Context: an optimization exercise on an open-source flow, tuned for small area, a short achievable clock period and few clock cycles per item. The choices shown serve that exercise and are no tape-out recipe. Where RTL was checked, it was by simulation tests only, not by an equivalence proof against the original.

==> build 57 <==
Design cordic_vec_top, start of the top module:
module cordic_vec_top (
    input  logic clk,
    input  logic rst_n,
    input  logic in_valid,
    output logic in_ready,
    input  logic signed [15:0] x_start,
    input  logic signed [15:0] y_start,
    output logic out_valid,
    input  logic out_ready,
    output logic signed [15:0] mag,
    output logic signed [31:0] theta
);
Settings: LEC_CHECK=0, ABC_CLOCK_PERIOD_IN_PS=2000, CAP_MARGIN=20, CORE_MARGIN=2, CORE_UTILIZATION=40, CTS_CLUSTER_DIAMETER=90, CTS_CLUSTER_SIZE=25, SETUP_SLACK_MARGIN=5, SLEW_MARGIN=20; clock period 9.0 ns.
standard.sh (not shown) runs the stock make flow with config.mk's settings and CLKGATE_MAP_FILE= SYNTH_SCRIPT=/design/flow/synth_recipe.tcl, a recipe that flattens the netlist after the stock synthesis.
==> flow/flow/run.sh <==
#!/bin/bash
# Own flow: the standard synthesis and layout (standard.sh), but with the
# post-synthesis / post-CTS / post-route repair_timing aiming at a larger
# setup margin (the clock period and all constraints stay the design's).
set -euo pipefail
MARGIN=$(cat flow/margin.txt)
bash standard.sh synth > synth.log 2>&1
# same make command as standard.sh, with SETUP_SLACK_MARGIN raised
CMD=$(grep '^make ' standard.sh | sed -e 's/"\${@:-finish}"//' -e "s/SETUP_SLACK_MARGIN=[^ ]*//")
eval "$CMD SETUP_SLACK_MARGIN=$MARGIN finish" > layout.log 2>&1
RES=$(ls -d orfs/results/*/cordic_vec_top/base)
: # left out here: write the final layout as DEF
==> flow/flow/margin.txt <==
5.9
==> trial 18: changes against build 57 <==
--- a/flow/design.v
+++ b/flow/design.v
@@ -8,21 +8,21 @@
     output logic out_valid,
     input  logic out_ready,
     output logic signed [15:0] mag,
     output logic signed [31:0] theta
 );
-    logic i_v, o_v, adv;
-    assign adv = ~o_v | out_ready;
+    logic k_v, o_v, adv;
+    assign adv = ~k_v;
     logic rdy_q;
     assign in_ready = rdy_q;
-    logic [15:0] i_x, i_y;
-    always_ff @(posedge clk) if (~i_v) begin i_x <= x_start; i_y <= y_start; end
+    logic o_en;
+    assign o_en = ~o_v | out_ready;
     logic [15:0] s0_x, s0_y;
     logic s0_v;
     logic [15:0] e_x, e_y;
-    assign e_x = i_v ? i_x : x_start;
-    assign e_y = i_v ? i_y : y_start;
+    assign e_x = x_start;
+    assign e_y = y_start;
     logic e_xn, e_yn, e_xz, e_yz, e_sf;
     assign e_xn = e_x[15]; assign e_yn = e_y[15];
     assign e_xz = (e_x == 16'd0); assign e_yz = (e_y == 16'd0);
     assign e_sf = (~e_xn & ~e_xz & ~e_yn) | (e_xn & (e_yn | e_yz));
     logic s0_cyn, s0_cxn, s0_d0;
@@ -3801,16 +3801,16 @@
             s11_v <= 1'b0;
             s12_v <= 1'b0;
             s13_v <= 1'b0;
             s14_v <= 1'b0;
             s15_v <= 1'b0;
-            i_v <= 1'b0;
+            k_v <= 1'b0;
             rdy_q <= 1'b1;
             o_v <= 1'b0;
         end else begin
             if (adv) begin
-                s0_v <= i_v | in_valid;
+                s0_v <= in_valid;
                 s1_v <= s0_v;
                 s2_v <= s1_v;
                 s3_v <= s2_v;
                 s4_v <= s3_v;
                 s5_v <= s4_v;
@@ -3822,18 +3822,22 @@
                 s11_v <= s10_v;
                 s12_v <= s11_v;
                 s13_v <= s12_v;
                 s14_v <= s13_v;
                 s15_v <= s14_v;
-                o_v <= s15_v;
             end
-            i_v <= ~adv & (i_v | in_valid);
-            rdy_q <= adv | ~(i_v | in_valid);
+            k_v <= ~o_en & (k_v | s15_v);
+            rdy_q <= o_en | ~(k_v | s15_v);
+            if (o_en) o_v <= k_v | s15_v;
         end
     end
-    logic [15:0] o_mag;
-    logic [31:0] o_theta;
-    always_ff @(posedge clk) if (adv) begin o_mag <= f_mag; o_theta <= f_theta; end
+    logic [15:0] k_mag, o_mag;
+    logic [31:0] k_theta, o_theta;
+    always_ff @(posedge clk) if (adv) begin k_mag <= f_mag; k_theta <= f_theta; end
+    always_ff @(posedge clk) if (o_en) begin
+        o_mag <= k_v ? k_mag : f_mag;
+        o_theta <= k_v ? k_theta : f_theta;
+    end
     assign out_valid = o_v;
     assign mag = o_mag;
     assign theta = o_theta;
 endmodule
==> flow/flow/margin.txt (replaced) <==
5.8
==> results.txt <==
Trial 18 finished clean. Build 57 finished clean. Against trial 18, the design area of build 57 is higher by 0.67%. Against trial 18, the non-clock buffer count of build 57 is higher by 54. Between trial 18 and build 57, the lower die area is in build 57 (gap 2.1%, measured against build 57). Worst setup slack: build 57 is worse than trial 18 (0.049 ns).
Testbench counts of trial 18, summed over its fixed seeds: cycles 16,136, items 16,000.
The RTL of build 57 was laid out without a check of its function.

---

==> inputs of run C <==
Another version of the RTL of cordic_vec_top (not shown whole).
Settings: LEC_CHECK=0, ABC_CLOCK_PERIOD_IN_PS=2000, CAP_MARGIN=20, CORE_MARGIN=2, CORE_UTILIZATION=40, CTS_CLUSTER_DIAMETER=80, CTS_CLUSTER_SIZE=20, SETUP_SLACK_MARGIN=5, SLEW_MARGIN=20; clock period 9.0 ns.
==> flow/flow/margin.txt <==
5.8
Scripts as last shown in full above: flow/flow/run.sh
==> inputs of run Y, as changes to run C <==
--- a/flow/design.v
+++ b/flow/design.v
@@ -7,22 +7,22 @@
     input  logic signed [15:0] y_start,
     output logic out_valid,
     input  logic out_ready,
     output logic signed [15:0] mag,
     output logic signed [31:0] theta
 );
-    logic k_v, o_v, adv;
-    assign adv = ~k_v;
-    assign in_ready = adv;
-    logic o_en;
-    assign o_en = ~o_v | out_ready;
+    logic i_v, o_v, adv;
+    assign adv = ~o_v | out_ready;
+    assign in_ready = ~i_v;
+    logic [15:0] i_x, i_y;
+    always_ff @(posedge clk) if (~i_v) begin i_x <= x_start; i_y <= y_start; end
     logic [15:0] s0_x, s0_y;
     logic s0_v;
     logic [15:0] e_x, e_y;
-    assign e_x = x_start;
-    assign e_y = y_start;
+    assign e_x = i_v ? i_x : x_start;
+    assign e_y = i_v ? i_y : y_start;
     logic e_xn, e_yn, e_xz, e_yz, e_sf;
     assign e_xn = e_x[15]; assign e_yn = e_y[15];
     assign e_xz = (e_x == 16'd0); assign e_yz = (e_y == 16'd0);
     assign e_sf = (~e_xn & ~e_xz & ~e_yn) | (e_xn & (e_yn | e_yz));
     logic s0_cyn, s0_cxn, s0_d0;
     logic [1:0] s0_q;
@@ -3851,17 +3851,17 @@
             s10_v <= 1'b0;
             s11_v <= 1'b0;
             s12_v <= 1'b0;
             s13_v <= 1'b0;
             s14_v <= 1'b0;
             s15_v <= 1'b0;
-            k_v <= 1'b0;
+            i_v <= 1'b0;
             o_v <= 1'b0;
         end else begin
             if (adv) begin
-                s0_v <= in_valid;
+                s0_v <= i_v | in_valid;
                 s1_v <= s0_v;
                 s2_v <= s1_v;
                 s3_v <= s2_v;
                 s4_v <= s3_v;
                 s5_v <= s4_v;
                 s6_v <= s5_v;
@@ -3871,22 +3871,18 @@
                 s10_v <= s9_v;
                 s11_v <= s10_v;
                 s12_v <= s11_v;
                 s13_v <= s12_v;
                 s14_v <= s13_v;
                 s15_v <= s14_v;
+                o_v <= s15_v;
             end
-            k_v <= ~o_en & (k_v | s15_v);
-            if (o_en) o_v <= k_v | s15_v;
+            i_v <= ~adv & (i_v | in_valid);
         end
     end
-    logic [15:0] k_mag, o_mag;
-    logic [31:0] k_theta, o_theta;
-    always_ff @(posedge clk) if (adv) begin k_mag <= f_mag; k_theta <= f_theta; end
-    always_ff @(posedge clk) if (o_en) begin
-        o_mag <= k_v ? k_mag : f_mag;
-        o_theta <= k_v ? k_theta : f_theta;
-    end
+    logic [15:0] o_mag;
+    logic [31:0] o_theta;
+    always_ff @(posedge clk) if (adv) begin o_mag <= f_mag; o_theta <= f_theta; end
     assign out_valid = o_v;
     assign mag = o_mag;
     assign theta = o_theta;
 endmodule
==> flow/flow/margin.txt (replaced) <==
6
==> inputs of run E, as changes to run C <==
--- a/flow/design.v
+++ b/flow/design.v
@@ -7,22 +7,22 @@
     input  logic signed [15:0] y_start,
     output logic out_valid,
     input  logic out_ready,
     output logic signed [15:0] mag,
     output logic signed [31:0] theta
 );
-    logic k_v, o_v, adv;
-    assign adv = ~k_v;
-    assign in_ready = adv;
-    logic o_en;
-    assign o_en = ~o_v | out_ready;
+    logic i_v, o_v, adv;
+    assign adv = ~o_v | out_ready;
+    assign in_ready = ~i_v;
+    logic [15:0] i_x, i_y;
+    always_ff @(posedge clk) if (~i_v) begin i_x <= x_start; i_y <= y_start; end
     logic [15:0] s0_x, s0_y;
     logic s0_v;
     logic [15:0] e_x, e_y;
-    assign e_x = x_start;
-    assign e_y = y_start;
+    assign e_x = i_v ? i_x : x_start;
+    assign e_y = i_v ? i_y : y_start;
     logic e_xn, e_yn, e_xz, e_yz, e_sf;
     assign e_xn = e_x[15]; assign e_yn = e_y[15];
     assign e_xz = (e_x == 16'd0); assign e_yz = (e_y == 16'd0);
     assign e_sf = (~e_xn & ~e_xz & ~e_yn) | (e_xn & (e_yn | e_yz));
     logic s0_cyn, s0_cxn, s0_d0;
     logic [1:0] s0_q;
@@ -3851,17 +3851,17 @@
             s10_v <= 1'b0;
             s11_v <= 1'b0;
             s12_v <= 1'b0;
             s13_v <= 1'b0;
             s14_v <= 1'b0;
             s15_v <= 1'b0;
-            k_v <= 1'b0;
+            i_v <= 1'b0;
             o_v <= 1'b0;
         end else begin
             if (adv) begin
-                s0_v <= in_valid;
+                s0_v <= i_v | in_valid;
                 s1_v <= s0_v;
                 s2_v <= s1_v;
                 s3_v <= s2_v;
                 s4_v <= s3_v;
                 s5_v <= s4_v;
                 s6_v <= s5_v;
@@ -3871,22 +3871,18 @@
                 s10_v <= s9_v;
                 s11_v <= s10_v;
                 s12_v <= s11_v;
                 s13_v <= s12_v;
                 s14_v <= s13_v;
                 s15_v <= s14_v;
+                o_v <= s15_v;
             end
-            k_v <= ~o_en & (k_v | s15_v);
-            if (o_en) o_v <= k_v | s15_v;
+            i_v <= ~adv & (i_v | in_valid);
         end
     end
-    logic [15:0] k_mag, o_mag;
-    logic [31:0] k_theta, o_theta;
-    always_ff @(posedge clk) if (adv) begin k_mag <= f_mag; k_theta <= f_theta; end
-    always_ff @(posedge clk) if (o_en) begin
-        o_mag <= k_v ? k_mag : f_mag;
-        o_theta <= k_v ? k_theta : f_theta;
-    end
+    logic [15:0] o_mag;
+    logic [31:0] o_theta;
+    always_ff @(posedge clk) if (adv) begin o_mag <= f_mag; o_theta <= f_theta; end
     assign out_valid = o_v;
     assign mag = o_mag;
     assign theta = o_theta;
 endmodule
==> flow/flow/margin.txt (replaced) <==
5.7
==> inputs of run Z, as changes to run C <==
--- a/flow/design.v
+++ b/flow/design.v
@@ -7,22 +7,22 @@
     input  logic signed [15:0] y_start,
     output logic out_valid,
     input  logic out_ready,
     output logic signed [15:0] mag,
     output logic signed [31:0] theta
 );
-    logic k_v, o_v, adv;
-    assign adv = ~k_v;
-    assign in_ready = adv;
-    logic o_en;
-    assign o_en = ~o_v | out_ready;
+    logic i_v, o_v, adv;
+    assign adv = ~o_v | out_ready;
+    assign in_ready = ~i_v;
+    logic [15:0] i_x, i_y;
+    always_ff @(posedge clk) if (~i_v) begin i_x <= x_start; i_y <= y_start; end
     logic [15:0] s0_x, s0_y;
     logic s0_v;
     logic [15:0] e_x, e_y;
-    assign e_x = x_start;
-    assign e_y = y_start;
+    assign e_x = i_v ? i_x : x_start;
+    assign e_y = i_v ? i_y : y_start;
     logic e_xn, e_yn, e_xz, e_yz, e_sf;
     assign e_xn = e_x[15]; assign e_yn = e_y[15];
     assign e_xz = (e_x == 16'd0); assign e_yz = (e_y == 16'd0);
     assign e_sf = (~e_xn & ~e_xz & ~e_yn) | (e_xn & (e_yn | e_yz));
     logic s0_cyn, s0_cxn, s0_d0;
     logic [1:0] s0_q;
@@ -3851,17 +3851,17 @@
             s10_v <= 1'b0;
             s11_v <= 1'b0;
             s12_v <= 1'b0;
             s13_v <= 1'b0;
             s14_v <= 1'b0;
             s15_v <= 1'b0;
-            k_v <= 1'b0;
+            i_v <= 1'b0;
             o_v <= 1'b0;
         end else begin
             if (adv) begin
-                s0_v <= in_valid;
+                s0_v <= i_v | in_valid;
                 s1_v <= s0_v;
                 s2_v <= s1_v;
                 s3_v <= s2_v;
                 s4_v <= s3_v;
                 s5_v <= s4_v;
                 s6_v <= s5_v;
@@ -3871,22 +3871,18 @@
                 s10_v <= s9_v;
                 s11_v <= s10_v;
                 s12_v <= s11_v;
                 s13_v <= s12_v;
                 s14_v <= s13_v;
                 s15_v <= s14_v;
+                o_v <= s15_v;
             end
-            k_v <= ~o_en & (k_v | s15_v);
-            if (o_en) o_v <= k_v | s15_v;
+            i_v <= ~adv & (i_v | in_valid);
         end
     end
-    logic [15:0] k_mag, o_mag;
-    logic [31:0] k_theta, o_theta;
-    always_ff @(posedge clk) if (adv) begin k_mag <= f_mag; k_theta <= f_theta; end
-    always_ff @(posedge clk) if (o_en) begin
-        o_mag <= k_v ? k_mag : f_mag;
-        o_theta <= k_v ? k_theta : f_theta;
-    end
+    logic [15:0] o_mag;
+    logic [31:0] o_theta;
+    always_ff @(posedge clk) if (adv) begin o_mag <= f_mag; o_theta <= f_theta; end
     assign out_valid = o_v;
     assign mag = o_mag;
     assign theta = o_theta;
 endmodule
==> flow/flow/margin.txt (replaced) <==
6
--- a/flow/config.mk
+++ b/flow/config.mk
@@ -6,10 +6,8 @@
 export NUM_CORES = 4
 export LEC_CHECK = 0
 export ABC_CLOCK_PERIOD_IN_PS = 2000
 export CAP_MARGIN = 20
 export CORE_MARGIN = 2
 export CORE_UTILIZATION = 40
-export CTS_CLUSTER_DIAMETER = 80
-export CTS_CLUSTER_SIZE = 20
 export SETUP_SLACK_MARGIN = 5
 export SLEW_MARGIN = 20
==> results.txt <==
| item | run Y | run Z | run E | run C |
|---|---|---|---|---|
| Launch point of the worst reg-to-reg path | s13_y[5] | s13_y[5] | s2_y[15] | s13_y[5] |
| Skew final | 17.6 ps | 50.1 ps | 32.4 ps | 43.3 ps |
| Routed len/inst | 17.1 um | 16.9 um | 16.4 um | 16.5 um |
| Reg-to-reg endpoint | s14_x[9] | s14_x[15] | s3_x[16] | s14_x[13] |
| Slew @ Worst Pin | 773 ps | 790 ps | 920 ps | 953 ps |
| Via count of the first global-routing pass | 25500 | 26000 | 24600 | 25400 |
| Share of the synthesized area in the top cell type | 47.2% | 47.2% | 47.2% | 46.8% |
| Worst path setup slack after routing | 5870 ps | 5810 ps | 5750 ps | 5530 ps |
| CTS H-tree depth | 2 | 3 | 2 | 2 |
| GR Layer Usage met1 | 18.6% | 18.7% | 18.0% | 18.0% |
| Buf+Inv Stages, Crit Path | 2 | 3 | 1 | 3 |
| Register Area | 0.0217 mm^2 | 0.0217 mm^2 | 0.0217 mm^2 | 0.0220 mm^2 |
| Pre-CTS setup slack | 4690 ps | 4690 ps | 4320 ps | 4770 ps |
| Multi-input logic portion of the cell area | 42.9% | 42.2% | 42.7% | 42.2% |
| Max-Slew Margin vs Limit | 48.3% | 47.3% | 38.7% | 36.4% |
| Horizontal die dimension | 334 um | 334 um | 334 um | 336 um |
| Post-route met1 wirelength | 37000 um | 36900 um | 35600 um | 35800 um |
| Maximum fanout along the worst path | 4 | 4 | 3 | 5 |
| Outcome | complete, no violations | complete, no violations | complete, no violations | complete, no violations |
| Total via count in the routed design | 25200 | 25400 | 24700 | 25100 |
| Slowest cell on the critical path | sky130_fd_sc_hd__or4b_4 | sky130_fd_sc_hd__or4b_4 | sky130_fd_sc_hd__or4_4 | sky130_fd_sc_hd__edfxtp_1 |
| Area share of and/or/nand/nor cells after synthesis | 6.72% | 6.72% | 6.72% | 7.35% |
Testbench counts of run Y, summed over its fixed seeds: cycles 16,136, items 16,000.
Testbench counts of run E, summed over its fixed seeds: cycles 16,136, items 16,000.
Testbench counts of run Z, summed over its fixed seeds: cycles 16,136, items 16,000.
Only the layout flow was run in run C; the RTL was not checked for function there.

==> afterwards: timing with drivers on the ports <==
Ports are ideal in the flow. The routed layouts listed here were re-timed in OpenROAD. Step 1: set_driving_cell puts a clkbuf_16 on clk and a buf_2 on each other input, an assumption about the parent block. Step 2 moves the port delays by t, midway between the first and last clock arrival at a register: inputs arrive t later, outputs are due t later. That takes back most of the time a late clock gives input paths. a / b / c = ideal / step 1 / step 2; a / b = the first two.
run | t, ns | setup WS [ns] | worst setup path at the end | slew at the worst register clock pin (ns)
build 57 | 0.693 | 5.820 / 5.820 / 5.242 | input to register | 0.10 / 0.10
trial 18 | 0.677 | 5.870 / 5.801 / 5.332 | input to register | 0.10 / 0.10
run C | 0.711 | 5.532 / 5.532 / 5.404 | input to register | 0.09 / 0.09
run Y | 0.689 | 5.867 / 5.825 / 5.296 | input to register | 0.09 / 0.09
run E | 0.679 | 5.745 / 5.741 / 5.113 | input to register | 0.09 / 0.09
run Z | 0.711 | 5.806 / 5.806 / 5.338 | input to register | 0.07 / 0.07
After both steps every run listed still meets setup and hold. The setup slack of run E, which loses most, moves by -0.004 ns with the drivers and by -0.632 ns with both steps.
